This design comes from an exercise in tuning for small area on the open sky130 flow, not from production work. The RTL was checked by simulation tests, not by an equivalence proof against the original design. The clock cells of runs 4 to 6 come from the design's own scripts or RTL, not from TritonCTS. The clock input has no modelled driver; a real chip could not lean on it and would need a root buffer or a full tree. Power is estimated from default activity; no workload was simulated.

==> design.v <==
`timescale 1ns / 1ps
module adc_verilog(CLK_IN, RST, SPI_MISO, AD_CONV, SPI_SCK, SPI_SS_B, AMP_CS,
	SF_CE0, FPGA_INIT_B, DAC_CS, SPI_MOSI, AMP_SHDN, DATA);
	input CLK_IN;
	input RST;
	input SPI_MISO;
	output AD_CONV;
	output SPI_SCK;
	output SPI_SS_B;
	output AMP_CS;
	output SF_CE0;
	output FPGA_INIT_B;
	output DAC_CS;
	output SPI_MOSI;
	output AMP_SHDN;
	output [13:0] DATA;
	wire n5;
	wire n6;
	wire n8;
	wire n10;
	wire n11;
	wire n12;
	wire n13;
	wire n14;
	wire n15;
	wire n16;
	wire n17;
	wire n18;
	wire n19;
	wire n20;
	wire n21;
	wire n22;
	wire n23;
	wire n24;
	wire n25;
	wire n26;
	wire n27;
	wire n28;
	wire n29;
	wire n30;
	wire n31;
	wire n32;
	wire n33;
	wire n34;
	wire n35;
	wire n36;
	wire n37;
	wire n38;
	wire n39;
	wire n40;
	wire n41;
	wire n42;
	wire n43;
	wire n44;
	wire n45;
	wire n46;
	wire n47;
	wire n48;
	wire n49;
	wire n50;
	wire n51;
	wire n52;
	wire n53;
	wire n54;
	wire n55;
	wire n56;
	wire n57;
	wire n58;
	wire n59;
	wire n60;
	wire n61;
	wire n62;
	wire n63;
	wire n64;
	wire n65;
	wire n66;
	wire n67;
	wire n68;
	wire n69;
	wire n70;
	wire n71;
	wire n72;
	wire n73;
	wire n74;
	wire n75;
	wire n76;
	wire n77;
	wire n78;
	wire n79;
	wire n80;
	wire n81;
	wire n82;
	wire n83;
	wire n84;
	wire n85;
	wire n86;
	wire n87;
	wire n88;
	wire n89;
	wire n90;
	wire n91;
	wire n92;
	wire n93;
	wire n94;
	wire n95;
	wire n96;
	wire n97;
	wire n98;
	wire n99;
	wire n100;
	wire n101;
	wire n102;
	wire n103;
	wire n104;
	wire n105;
	wire n106;
	wire n107;
	wire n108;
	wire n109;
	wire n110;
	wire n111;
	wire n112;
	wire n113;
	wire n114;
	wire n115;
	wire n116;
	wire n117;
	wire n118;
	wire n119;
	wire n120;
	wire n121;
	wire n122;
	wire n123;
	wire n124;
	wire n125;
	wire n126;
	wire n127;
	wire n128;
	wire n7 = 1'b1;
	wire n9 = 1'b0;
	reg r_r_0;
	always @(posedge CLK_IN) r_r_0 <= n86;
	assign n55 = r_r_0;
	reg r_r_1;
	always @(posedge CLK_IN) r_r_1 <= n84;
	assign n51 = r_r_1;
	reg r_r_2;
	always @(posedge CLK_IN) r_r_2 <= n53;
	assign n57 = r_r_2;
	reg r_q_0;
	always @(posedge CLK_IN) r_q_0 <= n83;
	assign n25 = r_q_0;
	reg r_q_1;
	always @(posedge CLK_IN) r_q_1 <= n54;
	assign n27 = r_q_1;
	reg r_H_0;
	always @(posedge CLK_IN) r_H_0 <= n82;
	assign n35 = r_H_0;
	reg r_H_1;
	always @(posedge CLK_IN) r_H_1 <= n78;
	assign n37 = r_H_1;
	reg r_H_2;
	always @(posedge CLK_IN) r_H_2 <= n73;
	assign n32 = r_H_2;
	reg r_H_3;
	always @(posedge CLK_IN) r_H_3 <= n70;
	assign n33 = r_H_3;
	reg r_H_4;
	always @(posedge CLK_IN) r_H_4 <= n66;
	assign n29 = r_H_4;
	reg r_H_5;
	always @(posedge CLK_IN) r_H_5 <= n81;
	assign n39 = r_H_5;
	reg r_DATA_0;
	always @(posedge CLK_IN) r_DATA_0 <= n87;
	assign n11 = r_DATA_0;
	reg r_DATA_1;
	always @(posedge CLK_IN) r_DATA_1 <= n88;
	assign n12 = r_DATA_1;
	reg r_DATA_2;
	always @(posedge CLK_IN) r_DATA_2 <= n89;
	assign n13 = r_DATA_2;
	reg r_DATA_3;
	always @(posedge CLK_IN) r_DATA_3 <= n90;
	assign n14 = r_DATA_3;
	reg r_DATA_4;
	always @(posedge CLK_IN) r_DATA_4 <= n91;
	assign n15 = r_DATA_4;
	reg r_DATA_5;
	always @(posedge CLK_IN) r_DATA_5 <= n92;
	assign n16 = r_DATA_5;
	reg r_DATA_6;
	always @(posedge CLK_IN) r_DATA_6 <= n93;
	assign n17 = r_DATA_6;
	reg r_DATA_7;
	always @(posedge CLK_IN) r_DATA_7 <= n94;
	assign n18 = r_DATA_7;
	reg r_DATA_8;
	always @(posedge CLK_IN) r_DATA_8 <= n95;
	assign n19 = r_DATA_8;
	reg r_DATA_9;
	always @(posedge CLK_IN) r_DATA_9 <= n96;
	assign n20 = r_DATA_9;
	reg r_DATA_10;
	always @(posedge CLK_IN) r_DATA_10 <= n97;
	assign n21 = r_DATA_10;
	reg r_DATA_11;
	always @(posedge CLK_IN) r_DATA_11 <= n98;
	assign n22 = r_DATA_11;
	reg r_DATA_12;
	always @(posedge CLK_IN) r_DATA_12 <= n99;
	assign n23 = r_DATA_12;
	reg r_DATA_13;
	always @(posedge CLK_IN) r_DATA_13 <= n100;
	assign n24 = r_DATA_13;
	reg r_data_in_0;
	always @(posedge CLK_IN) r_data_in_0 <= n101;
	assign n102 = r_data_in_0;
	reg r_data_in_1;
	always @(posedge CLK_IN) r_data_in_1 <= n103;
	assign n104 = r_data_in_1;
	reg r_data_in_2;
	always @(posedge CLK_IN) r_data_in_2 <= n105;
	assign n106 = r_data_in_2;
	reg r_data_in_3;
	always @(posedge CLK_IN) r_data_in_3 <= n107;
	assign n108 = r_data_in_3;
	reg r_data_in_4;
	always @(posedge CLK_IN) r_data_in_4 <= n109;
	assign n110 = r_data_in_4;
	reg r_data_in_5;
	always @(posedge CLK_IN) r_data_in_5 <= n111;
	assign n112 = r_data_in_5;
	reg r_data_in_6;
	always @(posedge CLK_IN) r_data_in_6 <= n113;
	assign n114 = r_data_in_6;
	reg r_data_in_7;
	always @(posedge CLK_IN) r_data_in_7 <= n115;
	assign n116 = r_data_in_7;
	reg r_data_in_8;
	always @(posedge CLK_IN) r_data_in_8 <= n117;
	assign n118 = r_data_in_8;
	reg r_data_in_9;
	always @(posedge CLK_IN) r_data_in_9 <= n119;
	assign n120 = r_data_in_9;
	reg r_data_in_10;
	always @(posedge CLK_IN) r_data_in_10 <= n121;
	assign n122 = r_data_in_10;
	reg r_data_in_11;
	always @(posedge CLK_IN) r_data_in_11 <= n123;
	assign n124 = r_data_in_11;
	reg r_data_in_12;
	always @(posedge CLK_IN) r_data_in_12 <= n125;
	assign n126 = r_data_in_12;
	reg r_data_in_13;
	always @(posedge CLK_IN) r_data_in_13 <= n127;
	assign n128 = r_data_in_13;
	g_clkinv_1 u0 (.A(n25), .Y(n26));
	g_nor2_1 u1 (.A(n26), .B(n27), .Y(n28));
	g_clkinv_1 u2 (.A(n29), .Y(n30));
	g_clkinv_1 u3 (.A(n28), .Y(n31));
	g_nor2_1 u4 (.A(n32), .B(n33), .Y(n34));
	g_clkinv_1 u5 (.A(n35), .Y(n36));
	g_nor2_1 u6 (.A(n36), .B(n37), .Y(n38));
	g_clkinv_1 u7 (.A(n39), .Y(n40));
	g_nand3_1 u8 (.A(n34), .B(n38), .C(n40), .Y(n41));
	g_nor3_1 u9 (.A(n30), .B(n31), .C(n41), .Y(n42));
	g_nor2_1 u10 (.A(RST), .B(n42), .Y(n43));
	g_nor2b_1 u11 (.A(RST), .B_N(n42), .Y(n44));
	g_o21ai_0 u12 (.A1(n32), .A2(n29), .B1(n39), .Y(n45));
	g_nor3_1 u13 (.A(n32), .B(n33), .C(n29), .Y(n46));
	g_clkinv_1 u14 (.A(n37), .Y(n47));
	g_nand3_1 u15 (.A(n40), .B(n46), .C(n47), .Y(n48));
	g_a21oi_1 u16 (.A1(n48), .A2(n45), .B1(n35), .Y(n49));
	g_a21oi_1 u17 (.A1(n27), .A2(n45), .B1(n49), .Y(n6));
	g_nor2_1 u18 (.A(n29), .B(n41), .Y(n5));
	g_nand2_1 u19 (.A(n39), .B(n29), .Y(n8));
	g_clkinv_1 u20 (.A(n32), .Y(n50));
	g_nor3_1 u21 (.A(n47), .B(n50), .C(n8), .Y(n10));
	g_clkinv_1 u22 (.A(n51), .Y(n52));
	g_nor2_1 u23 (.A(RST), .B(n52), .Y(n53));
	g_nor2_1 u24 (.A(n26), .B(RST), .Y(n54));
	g_clkinv_1 u25 (.A(n55), .Y(n56));
	g_nor2b_1 u26 (.A(n51), .B_N(n57), .Y(n58));
	g_nand3_1 u27 (.A(n27), .B(n56), .C(n58), .Y(n59));
	g_clkinv_1 u28 (.A(n45), .Y(n60));
	g_o22ai_1 u29 (.A1(n45), .A2(n59), .B1(n31), .B2(n60), .Y(n61));
	g_clkinv_1 u30 (.A(n61), .Y(n62));
	g_nor4_1 u31 (.A(n47), .B(n50), .C(n36), .D(n62), .Y(n63));
	g_nand2_1 u32 (.A(n33), .B(n63), .Y(n64));
	g_nor2_1 u33 (.A(n30), .B(n64), .Y(n65));
	g_a211oi_1 u34 (.A1(n30), .A2(n64), .B1(n65), .C1(RST), .Y(n66));
	g_clkinv_1 u35 (.A(n64), .Y(n67));
	g_nor2_1 u36 (.A(n33), .B(n63), .Y(n68));
	g_clkinv_1 u37 (.A(RST), .Y(n69));
	g_o21ai_0 u38 (.A1(n67), .A2(n68), .B1(n69), .Y(n70));
	g_nor2_1 u39 (.A(n36), .B(n62), .Y(n71));
	g_a21oi_1 u40 (.A1(n37), .A2(n71), .B1(n32), .Y(n72));
	g_o21ai_0 u41 (.A1(n63), .A2(n72), .B1(n69), .Y(n73));
	g_nor2_1 u42 (.A(n35), .B(n47), .Y(n74));
	g_nor2_1 u43 (.A(n38), .B(n74), .Y(n75));
	g_nand3_1 u44 (.A(n39), .B(n46), .C(n74), .Y(n76));
	g_nand2_1 u45 (.A(n61), .B(n76), .Y(n77));
	g_o221ai_1 u46 (.A1(n75), .A2(n77), .B1(n47), .B2(n61), .C1(n69), .Y(n78));
	g_o22ai_1 u47 (.A1(n62), .A2(n76), .B1(n8), .B2(n64), .Y(n79));
	g_nor2_1 u48 (.A(n39), .B(n65), .Y(n80));
	g_o21ai_0 u49 (.A1(n79), .A2(n80), .B1(n69), .Y(n81));
	g_a211oi_1 u50 (.A1(n36), .A2(n77), .B1(RST), .C1(n71), .Y(n82));
	g_a211oi_1 u51 (.A1(n25), .A2(n60), .B1(n27), .C1(RST), .Y(n83));
	g_nor2_1 u52 (.A(RST), .B(n56), .Y(n84));
	g_nor2_1 u53 (.A(n52), .B(n57), .Y(n85));
	g_nor3_1 u54 (.A(RST), .B(n85), .C(n58), .Y(n86));
	adc_sel2 u55 (.a(n44), .b(n43), .x(n102), .y(n11), .z(n87));
	adc_sel2 u56 (.a(n44), .b(n43), .x(n122), .y(n21), .z(n97));
	adc_sel2 u57 (.a(n44), .b(n43), .x(n124), .y(n22), .z(n98));
	adc_sel2 u58 (.a(n44), .b(n43), .x(n126), .y(n23), .z(n99));
	adc_sel2 u59 (.a(n44), .b(n43), .x(n128), .y(n24), .z(n100));
	adc_sel2 u60 (.a(n44), .b(n43), .x(n104), .y(n12), .z(n88));
	adc_sel2 u61 (.a(n44), .b(n43), .x(n106), .y(n13), .z(n89));
	adc_sel2 u62 (.a(n44), .b(n43), .x(n108), .y(n14), .z(n90));
	adc_sel2 u63 (.a(n44), .b(n43), .x(n110), .y(n15), .z(n91));
	adc_sel2 u64 (.a(n44), .b(n43), .x(n112), .y(n16), .z(n92));
	adc_sel2 u65 (.a(n44), .b(n43), .x(n114), .y(n17), .z(n93));
	adc_sel2 u66 (.a(n44), .b(n43), .x(n116), .y(n18), .z(n94));
	adc_sel2 u67 (.a(n44), .b(n43), .x(n118), .y(n19), .z(n95));
	adc_sel2 u68 (.a(n44), .b(n43), .x(n120), .y(n20), .z(n96));
	adc_sel2 u69 (.a(n28), .b(n31), .x(SPI_MISO), .y(n102), .z(n101));
	adc_sel2 u70 (.a(n28), .b(n31), .x(n120), .y(n122), .z(n121));
	adc_sel2 u71 (.a(n28), .b(n31), .x(n122), .y(n124), .z(n123));
	adc_sel2 u72 (.a(n28), .b(n31), .x(n124), .y(n126), .z(n125));
	adc_sel2 u73 (.a(n28), .b(n31), .x(n126), .y(n128), .z(n127));
	adc_sel2 u74 (.a(n28), .b(n31), .x(n102), .y(n104), .z(n103));
	adc_sel2 u75 (.a(n28), .b(n31), .x(n104), .y(n106), .z(n105));
	adc_sel2 u76 (.a(n28), .b(n31), .x(n106), .y(n108), .z(n107));
	adc_sel2 u77 (.a(n28), .b(n31), .x(n108), .y(n110), .z(n109));
	adc_sel2 u78 (.a(n28), .b(n31), .x(n110), .y(n112), .z(n111));
	adc_sel2 u79 (.a(n28), .b(n31), .x(n112), .y(n114), .z(n113));
	adc_sel2 u80 (.a(n28), .b(n31), .x(n114), .y(n116), .z(n115));
	adc_sel2 u81 (.a(n28), .b(n31), .x(n116), .y(n118), .z(n117));
	adc_sel2 u82 (.a(n28), .b(n31), .x(n118), .y(n120), .z(n119));
	assign AD_CONV = n5;
	assign SPI_SCK = n6;
	assign SPI_SS_B = 1'b1;
	assign AMP_CS = n8;
	assign SF_CE0 = 1'b1;
	assign FPGA_INIT_B = 1'b0;
	assign DAC_CS = 1'b1;
	assign SPI_MOSI = n10;
	assign AMP_SHDN = 1'b0;
	assign DATA[0] = n11;
	assign DATA[1] = n12;
	assign DATA[2] = n13;
	assign DATA[3] = n14;
	assign DATA[4] = n15;
	assign DATA[5] = n16;
	assign DATA[6] = n17;
	assign DATA[7] = n18;
	assign DATA[8] = n19;
	assign DATA[9] = n20;
	assign DATA[10] = n21;
	assign DATA[11] = n22;
	assign DATA[12] = n23;
	assign DATA[13] = n24;
endmodule
module g_a211oi_1(A1, A2, B1, C1, Y);
	input A1, A2, B1, C1;
	output Y;
	assign Y = (~A1&~B1&~C1) | (~A2&~B1&~C1);
endmodule
module g_a21oi_1(A1, A2, B1, Y);
	input A1, A2, B1;
	output Y;
	assign Y = (~A1&~B1) | (~A2&~B1);
endmodule
module g_clkinv_1(A, Y);
	input A;
	output Y;
	assign Y = (~A);
endmodule
module g_nand2_1(A, B, Y);
	input A, B;
	output Y;
	assign Y = (~A) | (~B);
endmodule
module g_nand3_1(A, B, C, Y);
	input A, B, C;
	output Y;
	assign Y = (~A) | (~B) | (~C);
endmodule
module g_nor2_1(A, B, Y);
	input A, B;
	output Y;
	assign Y = (~A&~B);
endmodule
module g_nor2b_1(A, B_N, Y);
	input A, B_N;
	output Y;
	assign Y = (~A&B_N);
endmodule
module g_nor3_1(A, B, C, Y);
	input A, B, C;
	output Y;
	assign Y = (~A&~B&~C);
endmodule
module g_nor4_1(A, B, C, D, Y);
	input A, B, C, D;
	output Y;
	assign Y = (~A&~B&~C&~D);
endmodule
module g_o21ai_0(A1, A2, B1, Y);
	input A1, A2, B1;
	output Y;
	assign Y = (~A1&~A2) | (~B1);
endmodule
module g_o221ai_1(A1, A2, B1, B2, C1, Y);
	input A1, A2, B1, B2, C1;
	output Y;
	assign Y = (~B1&~B2) | (~A1&~A2) | (~C1);
endmodule
module g_o22ai_1(A1, A2, B1, B2, Y);
	input A1, A2, B1, B2;
	output Y;
	assign Y = (~B1&~B2) | (~A1&~A2);
endmodule
module adc_sel2(a, x, b, y, z);
	input a, x, b, y;
	output z;
	assign z = (a & x) | (b & y);
endmodule
==> flow/run.sh <==
#!/bin/bash
# Standard ORFS layout (the standard.sh) with:
#  - the smallest buffer on every port,
#  - combinational cells downsized after floorplan (the design has slack to spare),
#  - a small clock tree without dummy loads,
#  - tie cells left as synthesis made them.
# ORFS writes each step's full log under orfs/logs; make's output goes to flow.log.
set -euo pipefail
HERE=$(pwd)
export BUFFER_PORTS_ARGS="-buffer_cell sky130_fd_sc_hd__buf_1"
export POST_FLOORPLAN_TCL="$HERE/flow/downsize.tcl"
export CTS_ARGS="-sink_clustering_enable -repair_clock_nets -dont_use_dummy_load -buf_list sky130_fd_sc_hd__clkbuf_4 -root_buf sky130_fd_sc_hd__clkbuf_4 -sink_clustering_size 40 -sink_clustering_max_diameter 200"
export SKIP_REPAIR_TIE_FANOUT=1
bash standard.sh > "$HERE/flow.log" 2>&1
==> flow/downsize.tcl <==
# Give every combinational cell the smallest drive strength of its function.
# Flip-flops, tie cells, tap cells and buffers are left as they are.
set db [ord::get_db]
set n 0
foreach inst [[ord::get_db_block] getInsts] {
  set master [$inst getMaster]
  set name [$master getName]
  if {![regexp {^(sky130_fd_sc_hd__[a-z0-9]+)_([0-9]+)$} $name -> base sz]} { continue }
  if {[regexp {__(df|edf|sdf|dl|conb|tap|fill|decap|buf|clkbuf|clkdly|dlygate|dlymetal)} $name]} { continue }
  set best $name
  set bestw [$master getWidth]
  foreach s {0 1 2 4 6 8 12 16} {
    set cm [$db findMaster ${base}_$s]
    if {$cm eq "NULL"} { continue }
    if {[$cm getWidth] < $bestw} {
      set best ${base}_$s
      set bestw [$cm getWidth]
    }
  }
  if {$best ne $name} {
    replace_cell [$inst getName] $best
    incr n
  }
}
puts "downsize.tcl: resized $n cells"
==> standard.sh <==
#!/bin/bash
# synth_recipe.tcl (not shown) runs the flow's synth.tcl, then flattens the netlist and writes it again
# the make line also repeats each setting of config.mk as NAME=value (left out here)
make -C /OpenROAD-flow-scripts/flow DESIGN_CONFIG=/design/flow/config.mk WORK_HOME=/design/flow/orfs CLKGATE_MAP_FILE= SYNTH_SCRIPT=/design/flow/synth_recipe.tcl "${@:-finish}"
==> config.mk <==
export PLATFORM = sky130hd
export DESIGN_NAME = adc_verilog
export DESIGN_NICKNAME = adc_verilog
export VERILOG_FILES = /design/flow/design.v
export SDC_FILE = /design/flow/constraint.sdc
export NUM_CORES = 4
export LEC_CHECK = 0
export CAP_MARGIN = 20
export CORE_MARGIN = 2
export CORE_UTILIZATION = 60
export SLEW_MARGIN = 20
export SYNTH_HIERARCHICAL = 1
==> constraint.sdc <==
create_clock -name core_clock -period 10.0 [get_ports {CLK_IN}]
set_input_delay 2.0000 -clock core_clock [delete_from_list [all_inputs] [get_ports {CLK_IN}]]
set_output_delay 2.0000 -clock core_clock [all_outputs]
set_load 0.01 [all_outputs]
==> results of run 1 <==
## Yosys cell counts
cell type | instances | area share, %
a211oi_2 | 3 | 2.5
a21oi_2 | 3 | 1.7
a22o_1 | 28 | 16
buf_4 | 19 | 9.5
conb_1 | 2 | 0.50
dfxtp_1 | 39 | 52
inv_1 | 13 | 3.2
nand2_1 | 3 | 0.75
nand3_1 | 4 | 1.3
nor2_1 | 15 | 3.7
nor2b_4 | 2 | 1.8
nor3_2 | 4 | 2.7
nor4_2 | 1 | 0.83
o21ai_1 | 4 | 1.3
o221ai_2 | 1 | 1.0
o22ai_1 | 2 | 0.83
## per-layer routing
| layer | GRT usage (%) | vias up | wire (um) |
|---|---|---|---|
| met5 | 0 | - | 0 |
| met2 | 30.9 | 21 | 1080 |
| met1 | 22.1 | 463 | 1080 |
| met4 | 7.50 | 0 | 29 |
| li1 | - | 499 | - |
| met3 | 8.33 | 4 | 114 |
## layout make-up
class                      instances  share of cell area, %
tap                               30                   2.61
timing repair buffer              20                   5.22
multi-input combinational         72                   31.9
sequential                        39                   54.3
inverter                          13                   3.39
clock buffer                       5                   2.61
## Yosys stat by module, one instance, submodules excluded, a selection
module	cells	cell area, um^2	times used	flops+latches
g_o21ai_0	1	5.00	4	0
g_nor4_1	1	12.5	1	0
g_nand3_1	1	5.00	4	0
g_a21oi_1	1	8.76	3	0
adc_verilog	60	931	1	39
g_o221ai_1	1	15.0	1	0
g_a211oi_1	1	12.5	3	0
g_nand2_1	1	3.75	3	0
g_nor3_1	1	10.0	4	0
g_o22ai_1	1	6.26	2	0
adc_sel2	1	8.76	28	0
## critical path, stage by stage (launching register included)
cell,delay (ns)
dfxtp_1,0.35
nor3_1,0.28
nand3_1,0.12
a21oi_1,0.15
a21oi_1,0.05
buf_1,0.13
## worst paths after layout
kind	depth (start not counted)	slack (ns)	startpoint	end
max	5	6.61	r_H_2	SPI_SCK
min	2	0.42	r_q_0	r_q_1
max reg2reg	9	6.80	r_q_1	r_H_5
min reg2reg	2	0.42	r_q_0	r_q_1
## through the flow
step                power [W]  utilization [%]
finish               0.000283             59.1
global route         0.000301             59.1
CTS                  0.000287             59.1
detailed placement   0.000222             57.6
global placement     0.000221             57.6
floorplan            0.000216                -
## where the power goes
| group | switching [W] | total, W | internal, W |
|---|---|---|---|
| Clock | 0.0000409 | 0.0000644 | 0.0000235 |
| Sequential | 0.0000159 | 0.000193 | 0.000177 |
| Combinational | 0.0000106 | 0.0000253 | 0.0000147 |
## placed cells by master (no fill, tap or decap)
cell,Yosys,final
nor2b_1,0,2
nand3_1,4,4
conb_1,2,2
nor3_1,0,4
a211oi_1,0,3
a21oi_1,0,3
clkbuf_4,0,5
o221ai_1,0,1
buf_1,0,20
inv_1,13,13
o22ai_1,2,2
nand2_1,3,3
nor4_1,0,1
nor2_1,15,15
o21ai_1,4,4
a22o_1,28,28
dfxtp_1,39,39
## logic make-up after synthesis
family                 after synthesis  synth area share [%]
AO/OA/AOI/OAI                       41                  23.7
flip-flops                          39                  51.9
buffers and inverters               32                  12.7
AND/OR/NAND/NOR                     29                  11.1
other                                2                 0.499
==> flow_summary_export.csv, run 1 <==
group,metric,value,unit
run_status,status,"finished clean",
final_layout,nFillCells,226,
critical_path,critPathMaxFanout,5,
timing,fin_crit_sh,33.9,%
route,wire_per_inst,12.9,um
grt,antenna_found_initial,0,
clocking,clock-sinks,39,
final_layout,instances_no_fill,179,
clocking,root_buffer,"clkbuf_4",
critical_path,crit_path_end_kind,"output port",
clocking,post_cts_resized,0,
timing,maxSlewViolCount,0,
grt,grt-ovfl-total,0,
run,maxCapViolations,0,
grt,track_usage,19.1,%
critical_path,critPathArrivalTime,1.39,ns
clocking,post-cts-setup-buffers,0,
route,routed_via_density,5.51,
logic_synthesis,ys_seq_elements,39,
final_layout,layout-drive-gt1-share,3.36,%
timing,finalWorstSetupSlack,6.61,ns
route,vias,987,
final_layout,register_area,781,um^2
route,drt_first_pass_iters,2,
power_and_ir_drop,power.density,197,nW/um^2
critical_path,required,8.00,ns
critical_path,crit_path_start_kind,"register",
timing,slew_headroom,32.5,%
clocking,clockBufferDepth,2,
route,wl,2310,um
floorplanning,die_x,54.1,um
timing,rsz0062_at_grt,"no",
floorplanning,die_h,54.1,um
min_path,hold_path_class,"reg -> reg",
logic_synthesis,synth-seq-area-share,51.9,%
logic_synthesis,syn_inst,143,
route,drt_iter0_markers,9,
power_and_ir_drop,leakage,0.585,nW
logic_synthesis,yosysWarnings,7,
clocking,hold_buffers,0,
clocking,htree_levels,2,
place,dpl.hpwl,1600,um
place,placedCellCount,174,
critical_path,critPathKind,"reg -> out",
timing,hold_slack,0.425,ns
route,drc,0,
clocking,clk_pin_slew,0.11,ns
timing,finalSetupViolCount,0,
timing,tightest_slew,1.01,ns
grt,grt_max_degree,17,
grt,grt_pass1_wl,3840,um
route,ant_nets,0,
place,gp_congestion,0.872,
timing,period_minus_slack,3.39,ns
place,dpl-instance-area,1400,um^2
timing,setup_tns,0,ns
floorplanning,io-pin-count,26,
power_and_ir_drop,irDropWorstVdd,120,uV
grt,grt_pass1_vias,879,
logic_synthesis,synthesis.area,1500,um^2
final_layout,finalInstanceArea,1440,um^2
timing,fin_worst_skew,0.0243,ns
floorplanning,core,2430,um^2
timing,max_freq,295,MHz
logic_synthesis,synth_area_per_cell,10.5,um^2
final_layout,multi_input_area,458,um^2
floorplanning,dieArea,2920,um^2
place,port_buffers,20,
logic_synthesis,synth_cell_type_count,16,
final_layout,synthToLayoutAreaGrowth,-4.41,%
logic_synthesis,synthesis.nets,146,
floorplanning,fp-row-count,18,
timing,hold_viol,0,
clocking,clk_latency,0.33,ns
place,place_ws,6.64,ns
final_layout,antennaDiodeCount,0,
floorplanning,initial_core_util,61.8,%
final_layout,layout.nets,154,
clocking,cts_tree,"yes",
clocking,cts_made_buffers,5,
==> run 2: changes to the inputs <==
--- a/config.mk
+++ b/config.mk
@@ -7,6 +7,6 @@
 export LEC_CHECK = 0
 export CAP_MARGIN = 20
 export CORE_MARGIN = 2
-export CORE_UTILIZATION = 60
+export CORE_UTILIZATION = 80
 export SLEW_MARGIN = 20
 export SYNTH_HIERARCHICAL = 1
==> run 2 against run 1 <==
Effect of this change: still clean; sequential power about the same; core utilization up 23 points; cell area down 0.44%; worst setup slack better by 0.016 ns; clock skew down 0.0065 ns; critical path depth down 1; synthesized area unchanged; combinational power up 6%; final cell count down 2.8%; routed wire length up 15%; critical endpoint unchanged; highest routed layer unchanged.
==> flow_summary_export.csv, run 2 <==
group,metric,value,unit
critical_path,startpoint,"r_H_4",
route,vias,1037,
final_layout,layout-drive-gt1-share,3.36,%
critical_path,path_cells,"o21ai_1 > a21oi_1 > a21oi_1 > buf_1",
logic_synthesis,synth-seq-area-share,51.9,%
critical_path,critPathMaxFanout,5,
final_layout,final_common_cell,"dfxtp_1",
clocking,post-cts-setup-buffers,0,
clocking,cts_made_buffers,5,
logic_synthesis,synth_compound_area_share,23.7,%
floorplanning,core,1750,um^2
route,ant_nets,0,
power_and_ir_drop,leakage,0.585,nW
grt,antenna_found_initial,0,
critical_path,slowest_delay,0.36,ns
clocking,clk_latency,0.34,ns
logic_synthesis,synth_top_area_share,51.9,%
place,dpl.hpwl,1810,um
critical_path,crit_path_end_kind,"output port",
clocking,clockBufferDepth,2,
logic_synthesis,yosysWarnings,7,
clocking,clk_pin_slew,0.11,ns
timing,slew_headroom,35.5,%
clocking,clock-sinks,39,
floorplanning,die_x,47.4,um
timing,fin_crit_sh,33.7,%
final_layout,finalInstanceArea,1430,um^2
timing,hold_viol,0,
timing,finalSetupViolCount,0,
logic_synthesis,ys_seq_elements,39,
route,routed_via_density,5.96,
route,wire_per_inst,15.2,um
floorplanning,die_h,47.4,um
place,place_ws,6.65,ns
logic_synthesis,synth_xor_area_share,0,%
min_path,hold_path_class,"reg -> reg",
logic_synthesis,ys_top_cells_by_area,"dfxtp_1 52%, a22o_1 16%, buf_4 9.5%",
critical_path,crit_family,"compound AO/OA/AOI/OAI gates",
critical_path,crit_path_start_kind,"register",
logic_synthesis,ys_top_cells_by_count,"39 x dfxtp_1, 28 x a22o_1, 19 x buf_4",
logic_synthesis,synth_top_family_by_area,"compound AO/OA/AOI/OAI gates",
timing,setup_tns,0,ns
logic_synthesis,synthesis.nets,146,
clocking,root_buffer,"clkbuf_4",
timing,maxSlewViolCount,0,
critical_path,critPathArrivalTime,1.37,ns
critical_path,rr_startpoint,"r_q_0",
final_layout,nFillCells,116,
logic_synthesis,yosysMostFrequentCell,"dfxtp_1",
logic_synthesis,synth.largest_area_cell,"dfxtp_1",
critical_path,required,8.00,ns
floorplanning,fp-row-count,15,
floorplanning,initial_core_util,86.2,%
logic_synthesis,syn_inst,143,
floorplanning,io-pin-count,26,
timing,period_minus_slack,3.37,ns
logic_synthesis,synth_edf_count,0,
clocking,cts_tree,"yes",
place,dpl-instance-area,1390,um^2
clocking,post_cts_resized,0,
critical_path,cpMostUsedCell,"a21oi_1",
min_path,hp-start,"r_q_0",
route,drc,0,
place,placedCellCount,169,
route,wl,2650,um
place,port_buffers,20,
floorplanning,dieArea,2240,um^2
logic_synthesis,synth_flop_cell,"dfxtp_1",
power_and_ir_drop,irDropWorstVdd,158,uV
final_layout,antennaDiodeCount,0,
route,drt_iter0_markers,25,
logic_synthesis,synth_area_per_cell,10.5,um^2
grt,grt_pass1_vias,904,
logic_synthesis,synth_simple_gate_area_share,11.1,%
logic_synthesis,synthesis.area,1500,um^2
timing,max_freq,297,MHz
logic_synthesis,ys_async_sr_fraction,0,%
place,gp_congestion,0.874,
critical_path,crit_slowest_cell,"dfxtp_1",
timing,tightest_slew,0.965,ns
logic_synthesis,synth_cell_type_count,16,
final_layout,layout.nets,154,
logic_synthesis,synth_mux_area_share,0,%
power_and_ir_drop,power.density,201,nW/um^2
grt,grt_pass1_wl,3930,um
run_status,status,"finished clean",
logic_synthesis,synth_adder_area_share,0,%
timing,finalWorstSetupSlack,6.63,ns
critical_path,worst-path-buf-inv,1,
final_layout,layout_common_cells,"39 x dfxtp_1, 28 x a22o_1, 20 x buf_1",
final_layout,synthToLayoutAreaGrowth,-4.83,%
critical_path,critPathKind,"reg -> out",
grt,grt_max_degree,17,
final_layout,instances_no_fill,174,
timing,rsz0062_at_grt,"no",
run,maxCapViolations,0,
route,drt_first_pass_iters,4,
grt,grt-ovfl-total,0,
timing,fin_worst_skew,0.0178,ns
clocking,hold_buffers,0,
clocking,htree_levels,2,
grt,track_usage,26.2,%
run 2: cell counts in the layout (fill, tap and decap cells not counted):
Identical to the previous run, type by type.
run 2: path summary, 6_finish.rpt:
path	endpoint	slack, ns	cells after the start
worst max-delay path	SPI_SCK	6.63	4
worst min-delay path	r_q_1	0.46	2
worst max register to register	r_H_5	6.73	10
worst min register to register	r_q_1	0.46	2
run 2: worst reg2reg max path: cells and delay by family (launching register included):
kind,cells,cell delay [ns]
simple gates,5,1.65
buf+inv,3,0.66
compound gates,2,0.55
flops,1,0.34
run 2: kinds of logic (layout without fill, tap and decap cells):
family	count (synthesis)	count (layout)
compound gates	41	41
buf+inv	32	38
flops	39	39
other cells	2	2
simple gates	29	29
run 2: layout make-up:
cell class	instances	area, um^2	share of cell area [%]
Timing Repair Buffer	20	75.1	5.24
Multi-Input combinational cell	72	458	32.0
Sequential cell	39	781	54.5
Inverter	13	48.8	3.41
Tap cell	25	31.3	2.19
Clock buffer	5	37.5	2.62
run 2: modules after synthesis, one instance, submodules excluded, excerpt:
module,cell area (um^2),times used,flops+latches
g_clkinv_1,3.75,13,0
g_nor2b_1,13.8,2,0
g_o21ai_0,5.00,4,0
g_nor2_1,3.75,15,0
g_o221ai_1,15.0,1,0
adc_verilog,931,1,39
g_a21oi_1,8.76,3,0
g_nand3_1,5.00,4,0
g_nor3_1,10.0,4,0
run 2: power breakdown:
part | internal [W] | switching, W
Sequential | 0.000177 | 0.0000173
Combinational | 0.0000148 | 0.0000120
Clock | 0.0000235 | 0.0000435
run 2: routing by layer:
metal	part of all wire (%)	global-route usage, %	up-vias
met5	0	0	-
met4	2.5	14.4	0
met1	42	30.2	484
met2	50	42.7	46
met3	5.8	8.46	12
li1	-	-	495
run 2: stage by stage:
step / util, % / total power, W / hold slack (ns)
floorplan: - / 0.000216 / 0.412
global placement: 79.9 / 0.000220 / 0.430
detailed placement: 79.9 / 0.000224 / 0.435
CTS: 82.0 / 0.000288 / 0.457
global route: 82.0 / 0.000299 / 0.487
finish: 82.0 / 0.000288 / 0.457
==> run 3: changes to the inputs <==
--- a/config.mk
+++ b/config.mk
@@ -7,6 +7,6 @@
 export LEC_CHECK = 0
 export CAP_MARGIN = 20
 export CORE_MARGIN = 2
-export CORE_UTILIZATION = 80
+export CORE_UTILIZATION = 40
 export SLEW_MARGIN = 20
 export SYNTH_HIERARCHICAL = 1
==> run 3 against run 2 <==
Effect of this change: largest power group unchanged; critical endpoint unchanged; hold slack improved by 0.0012 ns; register-to-register slack barely moved; maximum frequency up 0.27%; clock skew grew 0.013 ns; critical path depth unchanged; worst setup slack improved by 0.0092 ns; cell area is 2.0% higher; sequential cell count unchanged; synthesized cell count unchanged.
==> flow_summary_export.csv, run 3 <==
group,metric,value,unit
place,gp_congestion,0.802,
min_path,min_to,"r_q_1",
final_layout,multi_input_area,458,um^2
timing,hold_viol,0,
clocking,hold_buffers,0,
clocking,clock-sinks,39,
grt,use_met3,4.28,%
logic_synthesis,synth_edf_count,0,
final_layout,final_common_cell,"dfxtp_1",
clocking,htree_levels,2,
floorplanning,fp-row-count,22,
timing,finalSetupViolCount,0,
critical_path,critPathArrivalTime,1.36,ns
clocking,cts_tree,"yes",
route,vias,1019,
power_and_ir_drop,leakage,0.585,nW
final_layout,antennaDiodeCount,0,
clocking,cts_made_buffers,5,
timing,slew_headroom,28.2,%
place,dpl.hpwl,1710,um
critical_path,critPathKind,"reg -> out",
clocking,clockBufferDepth,2,
logic_synthesis,synth_top_area_share,51.9,%
route,drt_iter0_markers,63,
final_layout,layout_common_cells,"39 x dfxtp_1, 28 x a22o_1, 20 x buf_1",
timing,period_minus_slack,3.36,ns
logic_synthesis,synth_area_per_cell,10.5,um^2
min_path,hold_path_class,"reg -> reg",
logic_synthesis,synthesis.nets,146,
power_and_ir_drop,power.density,195,nW/um^2
logic_synthesis,synth.largest_area_cell,"dfxtp_1",
route,wire_per_inst,13.1,um
floorplanning,core,3630,um^2
timing,maxSlewViolCount,0,
logic_synthesis,syn_inst,143,
timing,rsz0062_at_grt,"no",
power_and_ir_drop,power,0.000285,W
final_layout,layout-drive-gt1-share,3.36,%
timing,setup_tns,0,ns
final_layout,nFillCells,379,
grt,grt_max_degree,17,
grt,grt_pass1_vias,925,
final_layout,instances_no_fill,197,
run_status,status,"finished clean",
timing,tightest_slew,1.08,ns
logic_synthesis,synthesis.area,1500,um^2
final_layout,layout.nets,154,
clocking,post-cts-setup-buffers,0,
critical_path,rrSetupSlack,6.74,ns
route,drc,0,
floorplanning,initial_core_util,41.4,%
critical_path,required,8.00,ns
critical_path,crit_path_end_kind,"output port",
timing,fin_crit_sh,33.6,%
place,dpl-instance-area,1420,um^2
place,placedCellCount,192,
floorplanning,die_x,65.3,um
logic_synthesis,synth_flop_cell,"dfxtp_1",
grt,use_met2,20.7,%
clocking,root_buffer,"clkbuf_4",
power_and_ir_drop,irDropWorstVdd,75.1,uV
grt,use_met1,14.8,%
final_layout,register_area,781,um^2
final_layout,finalInstanceArea,1460,um^2
route,ant_nets,0,
logic_synthesis,ys_seq_elements,39,
grt,busiest_layer,"met2",
critical_path,timing.rr.end,"r_H_5",
logic_synthesis,synth_cell_type_count,16,
final_layout,synthToLayoutAreaGrowth,-2.91,%
grt,antenna_found_initial,0,
clocking,clk_latency,0.34,ns
clocking,clk_pin_slew,0.09,ns
critical_path,critPathMaxFanout,5,
floorplanning,die_h,65.3,um
logic_synthesis,yosysMostFrequentCell,"dfxtp_1",
floorplanning,io-pin-count,26,
grt,grt_pass1_wl,4060,um
critical_path,crit_path_start_kind,"register",
clocking,post_cts_resized,0,
critical_path,reg2regPathDepth,10,
timing,fin_worst_skew,0.0311,ns
route,drt_first_pass_iters,6,
run,maxCapViolations,0,
place,port_buffers,20,
route,routed_via_density,5.17,
grt,track_usage,12.8,%
min_path,hp-start,"r_q_0",
min_path,whs_path_depth,2,
logic_synthesis,yosysWarnings,7,
timing,max_freq,297,MHz
logic_synthesis,ys_top_cells_by_area,"dfxtp_1 52%, a22o_1 16%, buf_4 9.5%",
logic_synthesis,synth-seq-area-share,51.9,%
grt,grt-ovfl-total,0,
logic_synthesis,ys_async_sr_fraction,0,%
floorplanning,dieArea,4270,um^2
critical_path,rr_startpoint,"r_q_0",
logic_synthesis,ys_top_cells_by_count,"39 x dfxtp_1, 28 x a22o_1, 19 x buf_4",
route,wl,2580,um
-- run 3: cell type report --
| class | count | share of cell area [%] |
|---|---|---|
| inverters | 13 | 3.34 |
| repair buffers | 20 | 5.14 |
| flip-flops and latches | 39 | 53.5 |
| clock buffers | 5 | 2.57 |
| multi-input cells | 72 | 31.4 |
| well taps | 48 | 4.11 |
-- run 3: metal layers --
metal / up-vias / share of wire, %
li1: 497 / -
met1: 492 / 47
met2: 26 / 46
met3: 4 / 5.5
met4: 0 / 1.4
met5: - / 0
-- run 3: Yosys stat by module, one instance, submodules excluded --
module,cell area [um^2],flip-flops and latches,cells
adc_sel2,8.76,0,1
g_nand2_1,3.75,0,1
g_clkinv_1,3.75,0,1
g_nor3_1,10.0,0,1
g_o22ai_1,6.26,0,1
g_o221ai_1,15.0,0,1
g_a211oi_1,12.5,0,1
g_nor2_1,3.75,0,1
g_a21oi_1,8.76,0,1
g_nor2b_1,13.8,0,1
g_nand3_1,5.00,0,1
g_o21ai_0,5.00,0,1
adc_verilog,931,39,60
g_nor4_1,12.5,0,1
-- run 3: metrics by stage --
| step | utilization, % | setup slack, ns | hold slack, ns |
|---|---|---|---|
| 5_1_grt | 40.2 | 6.41 | 0.480 |
| 4_1_cts | 40.2 | 6.62 | 0.459 |
| 6_report | 40.2 | 6.64 | 0.459 |
| 2_1_floorplan | - | 7.14 | 0.412 |
| 3_3_place_gp | 39.2 | 6.68 | 0.429 |
| 3_5_place_dp | 39.2 | 6.59 | 0.442 |
-- run 3: logic make-up after synthesis --
| group | count (synthesis) | share of synthesized area [%] |
|---|---|---|
| compound gates | 41 | 23.7 |
| simple gates | 29 | 11.1 |
| flops | 39 | 51.9 |
| other cells | 2 | 0.499 |
| buf+inv | 32 | 12.7 |
-- run 3: worst max-delay path: stages (launching register included) --
cell,delay (ns)
dfxtp_1,0.36
o21ai_1,0.26
a21oi_1,0.11
a21oi_1,0.14
buf_1,0.17
-- run 3: worst max path at each step --
stage	start	to	slack, ns	cells past startpoint
6_report	r_H_4	SPI_SCK	6.64	4
5_1_grt	r_q_0	r_DATA_5	6.41	6
4_1_cts	r_H_4	SPI_SCK	6.62	4
3_5_place_dp	RST	r_DATA_5	6.59	3
3_3_place_gp	RST	r_DATA_6	6.68	3
2_1_floorplan	r_H_4	SPI_SCK	7.14	3
-- run 3: report_power, final --
group	internal, W	leakage [nW]	total [W]	switching, W
registers	0.000177	0.318	0.000194	0.0000166
logic	0.0000147	0.244	0.0000259	0.0000112
clock network	0.0000235	0.0230	0.0000657	0.0000422
total	0.000215	0.585	0.000285	0.0000700
==> run 4: changes to the inputs <==
==> flow/run.sh (replaced) <==
#!/bin/bash
# Standard ORFS layout (the standard.sh) with:
#  - the smallest buffer on every port,
#  - combinational cells downsized and tie cells merged after floorplan
#    (flow/downsize.tcl; the design has slack to spare),
#  - CTS's tree replaced by one level of clock buffers (flow/clock.tcl),
#  - tie cells left as synthesis made them.
# ORFS writes each step's full log under orfs/logs; make's output goes to flow.log.
set -euo pipefail
HERE=$(pwd)
export BUFFER_PORTS_ARGS="-buffer_cell sky130_fd_sc_hd__buf_1"
export POST_FLOORPLAN_TCL="$HERE/flow/downsize.tcl"
export POST_CTS_TCL="$HERE/flow/clock.tcl"
export CTS_ARGS="-sink_clustering_enable -repair_clock_nets -dont_use_dummy_load -buf_list sky130_fd_sc_hd__clkbuf_4 -root_buf sky130_fd_sc_hd__clkbuf_4 -sink_clustering_size 40 -sink_clustering_max_diameter 200"
export SKIP_REPAIR_TIE_FANOUT=1
bash standard.sh > "$HERE/flow.log" 2>&1
==> flow/clock.tcl (new file) <==
# Replace the clock tree built by CTS with one level of clock buffers driven
# straight from the clock port: sinks are split into equal groups by location
# (recursive median bisection) and each group gets one buffer at its centre.
set cbuf [expr {[info exists ::env(CLK_LEAF_BUF)] ? $::env(CLK_LEAF_BUF) : "sky130_fd_sc_hd__clkbuf_8"}]
set ngroups [expr {[info exists ::env(CLK_GROUPS)] ? $::env(CLK_GROUPS) : 2}]
set block [ord::get_db_block]
set db [ord::get_db]
set clk [$block findNet CLK_IN]

# remove the existing clock buffers (everything CTS put between port and flops)
set changed 1
while {$changed} {
  set changed 0
  foreach it [$clk getITerms] {
    set inst [$it getInst]
    set m [[$inst getMaster] getName]
    if {![regexp {clkbuf|clkinv|buf_} $m]} { continue }
    set out [[$inst findITerm X] getNet]
    foreach s [$out getITerms] {
      if {[$s getInst] eq $inst} { continue }
      $s disconnect
      $s connect $clk
    }
    [$inst findITerm A] disconnect
    [$inst findITerm X] disconnect
    odb::dbInst_destroy $inst
    odb::dbNet_destroy $out
    set changed 1
    break
  }
}
set sinks {}
foreach it [$clk getITerms] { lappend sinks $it }
set n [llength $sinks]

# balanced split: recursive bisection at the median along the wider side
set pts {}
set i 0
foreach s $sinks {
  set b [[$s getInst] getBBox]
  lappend pts [list [expr {([$b xMin]+[$b xMax])/2.0}] [expr {([$b yMin]+[$b yMax])/2.0}] $i]
  incr i
}
proc split_groups {pts k} {
  if {$k <= 1} { return [list $pts] }
  set xs {}; set ys {}
  foreach p $pts { lappend xs [lindex $p 0]; lappend ys [lindex $p 1] }
  set xs [lsort -real $xs]; set ys [lsort -real $ys]
  set dim [expr {([lindex $xs end]-[lindex $xs 0]) >= ([lindex $ys end]-[lindex $ys 0]) ? 0 : 1}]
  set sorted [lsort -real -index $dim $pts]
  set k1 [expr {$k / 2}]
  set n1 [expr {int(round([llength $pts] * double($k1) / $k))}]
  return [concat [split_groups [lrange $sorted 0 [expr {$n1-1}]] $k1] [split_groups [lrange $sorted $n1 end] [expr {$k-$k1}]]]
}
set groups [split_groups $pts $ngroups]
set asg [lrepeat [llength $sinks] 0]
set cent {}
set g 0
foreach grp $groups {
  set sx 0; set sy 0
  foreach p $grp { set sx [expr {$sx+[lindex $p 0]}]; set sy [expr {$sy+[lindex $p 1]}]; lset asg [lindex $p 2] $g }
  lappend cent [list [expr {$sx/[llength $grp]}] [expr {$sy/[llength $grp]}]]
  incr g
}
set master [$db findMaster $cbuf]
for {set g 0} {$g < $ngroups} {incr g} {
  set inst [odb::dbInst_create $block $master "clkbuf_leaf_$g"]
  set net [odb::dbNet_create $block "clknet_leaf_$g"]
  $net setSigType CLOCK
  set c [lindex $cent $g]
  $inst setLocation [expr {int([lindex $c 0])}] [expr {int([lindex $c 1])}]
  $inst setPlacementStatus PLACED
  [$inst findITerm A] connect $clk
  [$inst findITerm X] connect $net
  set k 0
  foreach s $sinks a $asg {
    if {$a == $g} { $s disconnect; $s connect $net; incr k }
  }
  puts "clock.tcl: group $g has $k sinks"
}
detailed_placement
estimate_parasitics -placement
--- a/flow/downsize.tcl
+++ b/flow/downsize.tcl
@@ -23,3 +23,33 @@
   }
 }
 puts "downsize.tcl: resized $n cells"
+
+# One tie cell has both a high and a low output: let a single conb_1 drive
+# every constant net.
+set ties {}
+foreach inst [[ord::get_db_block] getInsts] {
+  if {[[$inst getMaster] getName] eq "sky130_fd_sc_hd__conb_1"} { lappend ties $inst }
+}
+if {[llength $ties] > 1} {
+  set keep [lindex $ties 0]
+  foreach inst [lrange $ties 1 end] {
+    foreach pin {HI LO} {
+      set net [[$inst findITerm $pin] getNet]
+      if {$net eq "NULL"} { continue }
+      set kt [$keep findITerm $pin]
+      if {[$kt getNet] ne "NULL"} {
+        # keep's pin is already used: move this net's loads onto keep's net
+        set knet [$kt getNet]
+        foreach it [$net getITerms] { if {[$it getInst] ne $inst} { $it disconnect; $it connect $knet } }
+        foreach bt [$net getBTerms] { $bt disconnect; $bt connect $knet }
+        [$inst findITerm $pin] disconnect
+        odb::dbNet_destroy $net
+      } else {
+        [$inst findITerm $pin] disconnect
+        $kt connect $net
+      }
+    }
+    odb::dbInst_destroy $inst
+  }
+  puts "downsize.tcl: merged [llength $ties] tie cells into one"
+}
--- a/config.mk
+++ b/config.mk
@@ -7,6 +7,6 @@
 export LEC_CHECK = 0
 export CAP_MARGIN = 20
 export CORE_MARGIN = 2
-export CORE_UTILIZATION = 40
+export CORE_UTILIZATION = 60
 export SLEW_MARGIN = 20
 export SYNTH_HIERARCHICAL = 1
==> run 4 against run 3 <==
Effect of this change: sequential power is essentially flat; combinational power hardly changed; final cell count decreased by 11%; first-iteration DRC count shrank 60%; via count decreased by 4.8%; worst setup slack better by 0.14 ns; hold slack got worse by 0.012 ns; critical path depth rose by 6; synthesized cell count unchanged; largest cell class unchanged; sequential share of layout area rose by 1.4 points; synthesized area is the same.
==> flow_summary_export.csv, run 4 <==
group,metric,value,unit
run_status,status,"finished clean",
power_and_ir_drop,power.density,193,nW/um^2
final_layout,final_common_cell,"dfxtp_1",
critical_path,crit_slowest_cell,"nor2_1",
logic_synthesis,synthesis.nets,146,
logic_synthesis,synth_flop_cell,"dfxtp_1",
logic_synthesis,yosysWarnings,7,
timing,rsz0062_at_grt,"no",
grt,grt-ovfl-total,0,
route,wl,2340,um
logic_synthesis,ys_seq_elements,39,
critical_path,crit_family,"simple AND/OR/NAND/NOR gates",
grt,grt_pass1_vias,781,
floorplanning,core,2430,um^2
timing,setup_tns,0,ns
timing,slew_headroom,33.2,%
logic_synthesis,synth-seq-area-share,51.9,%
clocking,clk_latency,0.16,ns
route,drc,0,
power_and_ir_drop,p_seq_share,70.3,%
power_and_ir_drop,irDropWorstVdd,145,uV
power_and_ir_drop,p_sw,0.0000648,W
route,routed_via_density,5.54,
logic_synthesis,synth_edf_count,0,
logic_synthesis,ys_async_sr_fraction,0,%
logic_synthesis,yosysMostFrequentCell,"dfxtp_1",
logic_synthesis,ys_top_cells_by_count,"39 x dfxtp_1, 28 x a22o_1, 19 x buf_4",
timing,maxSlewViolCount,0,
power_and_ir_drop,combPwrFrac,9.4,%
floorplanning,fp-row-count,18,
route,wire_per_inst,13.4,um
timing,hold_viol,0,
floorplanning,initial_core_util,61.8,%
final_layout,layout-drive-gt1-share,1.38,%
power_and_ir_drop,power,0.000275,W
logic_synthesis,synth_area_per_cell,10.5,um^2
logic_synthesis,synth_top_area_share,51.9,%
run,maxCapViolations,0,
timing,fin_crit_sh,32.3,%
grt,grt_max_degree,21,
place,port_buffers,20,
min_path,hold_path_class,"reg -> reg",
logic_synthesis,ys_top_cells_by_area,"dfxtp_1 52%, a22o_1 16%, buf_4 9.5%",
critical_path,required,10.11,ns
power_and_ir_drop,leakage,0.573,nW
timing,fin_worst_skew,0.00341,ns
floorplanning,dieArea,2920,um^2
critical_path,slowest_delay,0.75,ns
final_layout,finalInstanceArea,1420,um^2
grt,grt_pass1_wl,3620,um
logic_synthesis,synth_cell_type_count,16,
floorplanning,die_h,54.1,um
route,vias,970,
critical_path,crit_path_start_kind,"register",
timing,max_freq,310,MHz
final_layout,synthToLayoutAreaGrowth,-5.32,%
timing,period_minus_slack,3.23,ns
place,gp_congestion,0.809,
critical_path,critPathKind,"reg -> reg",
critical_path,worst-path-buf-inv,3,
critical_path,critPathArrivalTime,3.33,ns
timing,finalSetupViolCount,0,
final_layout,layout.nets,151,
logic_synthesis,synthesis.area,1500,um^2
clocking,clock-sinks,39,
grt,antenna_found_initial,0,
clocking,clk_pin_slew,0.11,ns
final_layout,antennaDiodeCount,0,
route,ant_nets,0,
power_and_ir_drop,swShare,23.5,%
route,drt_first_pass_iters,4,
timing,tightest_slew,0.998,ns
critical_path,critPathMaxFanout,16,
grt,track_usage,17.2,%
logic_synthesis,syn_inst,143,
place,dpl.hpwl,1610,um
final_layout,layout_common_cells,"39 x dfxtp_1, 28 x a22o_1, 20 x buf_1",
place,dpl-instance-area,1400,um^2
floorplanning,die_x,54.1,um
route,drt_iter0_markers,25,
power_and_ir_drop,p_int,0.000210,W
logic_synthesis,synth.largest_area_cell,"dfxtp_1",
floorplanning,io-pin-count,26,
critical_path,crit_path_end_kind,"register",
critical_path,path_cells,"inv_1 > nor2_1 > inv_1 > o22ai_1 > inv_1 > nor4_1 > nand2_1 > nor2_1 > nor2_1 > o21ai_1",
power_and_ir_drop,p_clk_share,20.2,%
-- run 4: layout make-up --
| cell class | instances | area (um^2) |
|---|---|---|
| buffer | 2 | 27.5 |
| fill | 213 | 1010 |
| inverter | 13 | 48.8 |
| multi-input combinational | 71 | 454 |
| sequential | 39 | 781 |
| tap | 30 | 37.5 |
| timing repair buffer | 20 | 75.1 |
-- run 4: kinds of logic (layout without fill, tap and decap cells) --
group / count (synthesis) / in the layout / share of synthesized area, %
compound gates: 41 / 41 / 23.7
flops: 39 / 39 / 51.9
buf+inv: 32 / 35 / 12.7
simple gates: 29 / 29 / 11.1
other cells: 2 / 1 / 0.499
-- run 4: power groups by stage --
| stage | Sequential (W) | Clock (W) | Combinational [W] |
|---|---|---|---|
| final | 0.000194 | 0.0000556 | 0.0000260 |
| after global routing | 0.000197 | 0.0000628 | 0.0000291 |
| after detailed placement | 0.000197 | 0 | 0.0000256 |
| after global placement | 0.000196 | 0 | 0.0000247 |
| after floorplan | 0.000192 | 0 | 0.0000237 |
-- run 4: tightest hold or removal path, delay by kind of cell (launching register included) --
family / cells / cell delay, ns
flip-flops: 1 / 0.31
buffers and inverters: 1 / 0.06
AND/OR/NAND/NOR: 1 / 0.04
-- run 4: worst paths after layout --
check / start / to / slack [ns] / depth (start not counted)
max: r_q_0 / r_H_5 / 6.77 / 10
max reg2reg: r_q_0 / r_H_5 / 6.77 / 10
min reg2reg: r_r_0 / r_r_1 / 0.45 / 2
min: r_r_0 / r_r_1 / 0.45 / 2
-- run 4: per-module statistics from Yosys, one instance, submodules excluded --
module	copies in the design	flops+latches	area, um^2	cells
g_o21ai_0	4	0	5.00	1
g_a21oi_1	3	0	8.76	1
g_nor2b_1	2	0	13.8	1
g_clkinv_1	13	0	3.75	1
g_nor3_1	4	0	10.0	1
g_o221ai_1	1	0	15.0	1
g_nor4_1	1	0	12.5	1
g_nand3_1	4	0	5.00	1
g_o22ai_1	2	0	6.26	1
g_nor2_1	15	0	3.75	1
adc_verilog	1	39	931	60
g_a211oi_1	3	0	12.5	1
adc_sel2	28	0	8.76	1
g_nand2_1	3	0	3.75	1
-- run 4: routing by layer --
metal  vias to the layer above  wire length (um)  GRT usage, %
li1                        488                 -             -
met1                       460              1230          26.6
met2                        20              1000          24.0
met3                         2                88          3.33
met4                         0                19          5.00
met5                         -                 0             0
-- run 4: through the flow --
step	setup slack [ns]	hold WS, ns	instances	util, %
after floorplan	7.14	0.412	143	-
after global routing	6.34	0.479	175	58.5
after global placement	6.69	0.429	173	57.4
final	6.77	0.447	175	58.5
after detailed placement	6.64	0.433	173	57.4
==> run 5: changes to the inputs <==
--- a/config.mk
+++ b/config.mk
@@ -6,7 +6,7 @@
 export NUM_CORES = 4
 export LEC_CHECK = 0
 export CAP_MARGIN = 20
-export CORE_MARGIN = 2
-export CORE_UTILIZATION = 60
+export CORE_AREA = 2 2 46 46
+export DIE_AREA = 0 0 48 48
 export SLEW_MARGIN = 20
 export SYNTH_HIERARCHICAL = 1
==> run 5 against run 4 <==
Effect of this change: first-iteration DRC count decreased by 24%; combinational power is 3% lower; maximum frequency decreased by 0.24%; critical path depth down 6; clock skew increased by 0.0033 ns; sequential share of layout area up 0.24 points; largest power group unchanged; highest routed layer unchanged.
==> flow_summary_export.csv, run 5 <==
group,metric,value,unit
clocking,clk_pin_slew,0.11,ns
place,port_buffers,20,
logic_synthesis,ys_seq_elements,39,
critical_path,rr_startpoint,"r_q_0",
logic_synthesis,synth_top_area_share,51.9,%
logic_synthesis,synth-seq-area-share,51.9,%
run_status,status,"finished clean",
floorplanning,initial_core_util,84.4,%
route,drt_iter0_markers,19,
critical_path,critPathArrivalTime,1.24,ns
logic_synthesis,yosysMostFrequentCell,"dfxtp_1",
critical_path,reg2regPathDepth,10,
route,ant_nets,0,
logic_synthesis,synth_flop_cell,"dfxtp_1",
route,drc,0,
logic_synthesis,ys_async_sr_fraction,0,%
final_layout,synthToLayoutAreaGrowth,-5.74,%
final_layout,layout-drive-gt1-share,1.38,%
place,place_ws,6.64,ns
grt,grt_max_degree,21,
final_layout,final_common_cell,"dfxtp_1",
critical_path,required,8.00,ns
min_path,hold_path_class,"reg -> reg",
timing,hold_viol,0,
timing,tightest_slew,0.977,ns
power_and_ir_drop,irDropWorstVdd,147,uV
floorplanning,die_x,48,um
timing,fin_worst_skew,0.00676,ns
final_layout,nFillCells,121,
logic_synthesis,synthesis.area,1500,um^2
timing,maxSlewViolCount,0,
critical_path,crit_path_end_kind,"output port",
floorplanning,core,1780,um^2
timing,max_freq,309,MHz
floorplanning,die_h,48,um
route,routed_via_density,5.77,
grt,antenna_found_initial,0,
floorplanning,io-pin-count,26,
critical_path,crit_path_start_kind,"register",
critical_path,cp-endpoint,"SPI_SCK",
timing,rsz0062_at_grt,"no",
grt,grt_pass1_vias,869,
critical_path,rrSetupSlack,6.79,ns
place,dpl.hpwl,1670,um
logic_synthesis,yosysWarnings,7,
timing,fin_crit_sh,32.4,%
run,maxCapViolations,0,
timing,finalWorstSetupSlack,6.76,ns
final_layout,layout.nets,151,
place,gp_congestion,0.841,
logic_synthesis,synthesis.nets,146,
final_layout,layout_common_cells,"39 x dfxtp_1, 28 x a22o_1, 20 x buf_1",
route,wl,2340,um
critical_path,critPathMaxFanout,5,
power_and_ir_drop,leakage,0.573,nW
logic_synthesis,synth_edf_count,0,
final_layout,antennaDiodeCount,0,
route,drt_first_pass_iters,4,
route,vias,981,
timing,setup_tns,0,ns
critical_path,timing.rr.end,"r_H_5",
clocking,clk_latency,0.16,ns
floorplanning,fp-row-count,15,
logic_synthesis,ys_top_cells_by_area,"dfxtp_1 52%, a22o_1 16%, buf_4 9.5%",
logic_synthesis,ys_top_cells_by_count,"39 x dfxtp_1, 28 x a22o_1, 19 x buf_4",
timing,slew_headroom,34.7,%
power_and_ir_drop,power,0.000273,W
timing,finalSetupViolCount,0,
logic_synthesis,synth_area_per_cell,10.5,um^2
logic_synthesis,synth.largest_area_cell,"dfxtp_1",
clocking,clock-sinks,39,
grt,grt_pass1_wl,3730,um
power_and_ir_drop,power.density,192,nW/um^2
critical_path,critPathKind,"reg -> out",
floorplanning,dieArea,2300,um^2
logic_synthesis,synth_cell_type_count,16,
critical_path,startpoint,"r_H_4",
grt,grt-ovfl-total,0,
grt,track_usage,23.2,%
timing,period_minus_slack,3.24,ns
logic_synthesis,syn_inst,143,
route,wire_per_inst,13.7,um
==> run 5: cell counts after synthesis <==
Identical to the previous run, type by type.
==> run 5: worst min-delay path by stage <==
stage / startpoint / to / slack (ns) / cells past startpoint
floorplan: r_r_0 / r_r_1 / 0.41 / 2
global placement: r_r_0 / r_r_1 / 0.43 / 2
detailed placement: r_q_0 / r_q_0 / 0.44 / 1
global route: r_r_0 / r_r_1 / 0.50 / 2
finish: r_q_0 / r_q_0 / 0.47 / 1
==> run 5: critical path: stages (launching register included) <==
cell and delay, ns:
dfxtp_1 0.37, o21ai_1 0.29, a21oi_1 0.11, a21oi_1 0.12
buf_1 0.17
==> run 5: metrics by stage <==
stage                     util [%]  cells  cell area (um^2)  hold slack [ns]
after detailed placement      78.0    168              1390            0.436
after global placement        78.0    168              1390            0.427
after floorplan                  -    143              1500            0.412
final                         79.5    170              1420            0.466
after global routing          79.5    170              1420            0.496
==> run 5: report_power, final <==
group | total (W) | switching, W | internal [W]
Combinational | 0.0000253 | 0.0000106 | 0.0000147
Sequential | 0.000193 | 0.0000163 | 0.000177
Clock | 0.0000542 | 0.0000355 | 0.0000187
Total | 0.000273 | 0.0000624 | 0.000210
==> run 5: cell type report <==
| type | count | area (um^2) | share of cell area [%] |
|---|---|---|---|
| sequential | 39 | 781 | 55.1 |
| multi-input combinational | 71 | 454 | 32.0 |
| timing repair buffer | 20 | 75.1 | 5.30 |
| inverter | 13 | 48.8 | 3.44 |
| tap | 25 | 31.3 | 2.21 |
| buffer | 2 | 27.5 | 1.94 |
==> run 5: modules after synthesis (local to each module, per instance), excerpt <==
module | flip-flops and latches | area [um^2]
adc_verilog | 39 | 931
g_o221ai_1 | 0 | 15.0
g_nor2b_1 | 0 | 13.8
g_a211oi_1 | 0 | 12.5
g_nor4_1 | 0 | 12.5
g_nor3_1 | 0 | 10.0
g_o21ai_0 | 0 | 5.00
g_clkinv_1 | 0 | 3.75
g_nand2_1 | 0 | 3.75
==> run 5: logic make-up (layout without fill, tap and decap cells) <==
| kind of cell | count (synthesis) | count (layout) | synth area share, % |
|---|---|---|---|
| AND/OR/NAND/NOR | 29 | 29 | 11.1 |
| AO/OA/AOI/OAI | 41 | 41 | 23.7 |
| flip-flops | 39 | 39 | 51.9 |
| buffers and inverters | 32 | 35 | 12.7 |
| other | 2 | 1 | 0.499 |
==> run 5: routing by layer <==
metal / vias to the layer above / global-route usage [%] / routed length [um]
met1: 464 / 29.8 / 1050
met4: 0 / 10.8 / 46
met3: 5 / 3.77 / 79
li1: 490 / - / -
met5: - / 0 / 0
met2: 22 / 37.9 / 1160
==> run 6: changes to the inputs <==
--- a/config.mk
+++ b/config.mk
@@ -6,7 +6,8 @@
 export NUM_CORES = 4
 export LEC_CHECK = 0
 export CAP_MARGIN = 20
-export CORE_AREA = 2 2 46 46
-export DIE_AREA = 0 0 48 48
+export CORE_AREA = 2 2 59 59
+export DIE_AREA = 0 0 61 61
+export PLACE_DENSITY = 0.85
 export SLEW_MARGIN = 20
 export SYNTH_HIERARCHICAL = 1
==> run 6 against run 5 <==
Effect of this change: maximum frequency decreased by 1.1%; combinational power increased by 3%; worst setup slack got worse by 0.035 ns; critical path type is now reg -> reg; via count increased by 3.3%; sequential share of layout area decreased by 0.91 points; still clean; core utilization decreased by 33 points; clock skew increased by 0.0032 ns; cell area increased by 1.7%.
==> flow_summary_export.csv, run 6 <==
group,metric,value,unit
run_status,status,"finished clean",
clocking,clk_latency,0.17,ns
floorplanning,fp-row-count,20,
route,vias,1013,
logic_synthesis,yosysWarnings,7,
route,ant_nets,0,
final_layout,layout-drive-gt1-share,1.38,%
place,dpl-instance-area,1410,um^2
grt,grt-ovfl-total,0,
logic_synthesis,synth-seq-area-share,51.9,%
timing,period_minus_slack,3.27,ns
logic_synthesis,synthesis.area,1500,um^2
timing,tightest_slew,0.977,ns
logic_synthesis,syn_inst,143,
final_layout,final_common_cell,"dfxtp_1",
power_and_ir_drop,p_int,0.000210,W
power_and_ir_drop,leakage,0.573,nW
final_layout,antennaDiodeCount,0,
final_layout,layout.nets,151,
floorplanning,dieArea,3720,um^2
floorplanning,io-pin-count,26,
clocking,clock-sinks,39,
place,gp_congestion,0.883,
logic_synthesis,synth.largest_area_cell,"dfxtp_1",
critical_path,crit_slowest_cell,"nor2_1",
logic_synthesis,synth_top_area_share,51.9,%
final_layout,synthToLayoutAreaGrowth,-4.16,%
power_and_ir_drop,p_sw,0.0000632,W
grt,track_usage,13.3,%
route,routed_via_density,5.36,
logic_synthesis,ys_seq_elements,39,
timing,setup_tns,0,ns
logic_synthesis,yosysMostFrequentCell,"dfxtp_1",
power_and_ir_drop,power,0.000274,W
floorplanning,die_h,61,um
grt,grt_pass1_wl,3790,um
timing,maxSlewViolCount,0,
final_layout,layout_common_cells,"39 x dfxtp_1, 28 x a22o_1, 20 x buf_1",
min_path,hold_path_class,"reg -> reg",
logic_synthesis,ys_top_cells_by_count,"39 x dfxtp_1, 28 x a22o_1, 19 x buf_4",
critical_path,rr_startpoint,"r_q_0",
critical_path,required,10.11,ns
critical_path,crit_path_start_kind,"register",
logic_synthesis,synthesis.nets,146,
timing,fin_crit_sh,32.7,%
min_path,whs_path_depth,2,
floorplanning,die_x,61,um
critical_path,path_cells,"inv_1 > nor2_1 > inv_1 > o22ai_1 > inv_1 > nor4_1 > nand2_1 > nor2_1 > nor2_1 > o21ai_1",
critical_path,critPathKind,"reg -> reg",
route,drt_iter0_markers,35,
min_path,hp-start,"r_r_0",
power_and_ir_drop,p_seq_share,70.6,%
critical_path,worst-path-buf-inv,3,
timing,slew_headroom,34.7,%
power_and_ir_drop,p_clk_share,19.9,%
logic_synthesis,synth_flop_cell,"dfxtp_1",
route,drt_first_pass_iters,4,
grt,grt_max_degree,21,
place,dpl.hpwl,1690,um
route,drc,0,
timing,rsz0062_at_grt,"no",
logic_synthesis,ys_top_cells_by_area,"dfxtp_1 52%, a22o_1 16%, buf_4 9.5%",
logic_synthesis,synth_cell_type_count,16,
critical_path,crit_family,"simple AND/OR/NAND/NOR gates",
place,place_ws,6.65,ns
critical_path,rrSetupSlack,6.73,ns
timing,hold_slack,0.447,ns
critical_path,critPathMaxFanout,16,
power_and_ir_drop,power.density,190,nW/um^2
power_and_ir_drop,combPwrFrac,9.6,%
logic_synthesis,synth_edf_count,0,
timing,finalWorstSetupSlack,6.73,ns
timing,fin_worst_skew,0.00998,ns
run,maxCapViolations,0,
floorplanning,core,3080,um^2
critical_path,reg2regPathDepth,10,
route,wl,2360,um
route,wire_per_inst,12.5,um
critical_path,timing.rr.end,"r_H_5",
timing,max_freq,306,MHz
grt,antenna_found_initial,0,
logic_synthesis,synth_area_per_cell,10.5,um^2
power_and_ir_drop,swShare,23.1,%
grt,grt_pass1_vias,894,
critical_path,critPathArrivalTime,3.38,ns
place,port_buffers,20,
timing,hold_viol,0,
logic_synthesis,ys_async_sr_fraction,0,%
min_path,min_to,"r_r_1",
final_layout,finalInstanceArea,1440,um^2
timing,finalSetupViolCount,0,
critical_path,crit_path_end_kind,"register",
critical_path,slowest_delay,0.69,ns
power_and_ir_drop,irDropWorstVdd,85.0,uV
clocking,clk_pin_slew,0.11,ns
floorplanning,initial_core_util,48.9,%
run 6: cells by family after synthesis:
| family | count (synthesis) | share of synthesized area, % |
|---|---|---|
| AND/OR/NAND/NOR | 29 | 11.1 |
| buffers and inverters | 32 | 12.7 |
| AO/OA/AOI/OAI | 41 | 23.7 |
| other | 2 | 0.499 |
| flip-flops | 39 | 51.9 |
run 6: worst max-delay path by stage:
stage	from	end	slack (ns)	cells after the start
floorplan	r_H_4	SPI_SCK	7.14	3
global placement	RST	r_DATA_9	6.75	3
detailed placement	RST	r_DATA_9	6.65	3
global route	r_q_0	r_H_5	6.43	10
finish	r_q_0	r_H_5	6.73	10
run 6: power groups by stage:
stage / Sequential, W / Clock, W / Combinational [W]
3_3_place_gp: 0.000195 / 0 / 0.0000245
6_report: 0.000193 / 0.0000544 / 0.0000261
2_1_floorplan: 0.000192 / 0 / 0.0000237
5_1_grt: 0.000196 / 0.0000614 / 0.0000296
3_5_place_dp: 0.000197 / 0 / 0.0000258
run 6: per-module statistics from Yosys, one instance, submodules excluded, a selection:
module / cells / copies in the design / area (um^2)
g_nor4_1: 1 / 1 / 12.5
g_nor2b_1: 1 / 2 / 13.8
g_a211oi_1: 1 / 3 / 12.5
g_a21oi_1: 1 / 3 / 8.76
g_o221ai_1: 1 / 1 / 15.0
g_o21ai_0: 1 / 4 / 5.00
g_nand3_1: 1 / 4 / 5.00
g_nor3_1: 1 / 4 / 10.0
g_nor2_1: 1 / 15 / 3.75
g_o22ai_1: 1 / 2 / 6.26
run 6: final cells by class:
type	count	area [um^2]
fillers	299	1640
flip-flops and latches	39	781
multi-input cells	71	454
repair buffers	20	75.1
well taps	44	55.1
inverters	13	48.8
plain buffers	2	27.5
run 6: routing by layer:
| metal | up-vias | global-route usage [%] | wire, um | part of all wire (%) |
|---|---|---|---|---|
| li1 | 490 | - | - | - |
| met1 | 477 | 18.4 | 1110 | 47 |
| met2 | 40 | 21.0 | 1080 | 46 |
| met3 | 6 | 4.26 | 157 | 6.6 |
| met4 | 0 | 1.55 | 13 | 0.55 |
| met5 | - | 0 | 0 | 0 |
run 6: worst register-to-register path: stages (launching register included):
cell	delay, ns
dfxtp_1	0.35
inv_1	0.05
nor2_1	0.69
inv_1	0.48
o22ai_1	0.40
inv_1	0.14
nor4_1	0.52
nand2_1	0.21
nor2_1	0.19
nor2_1	0.06
o21ai_1	0.12
run 6: stage by stage:
step	util [%]	std cells
floorplan	-	143
global placement	45.9	187
detailed placement	45.9	187
global route	46.8	189
finish	46.8	189

Setup slack of run 6, layout unchanged: 6.729 ns with ideal ports, 6.729 ns with driving cells assumed (clock clkbuf_16, inputs buf_2), 6.658 ns with port delays also shifted by the 0.192 ns mid clock arrival.
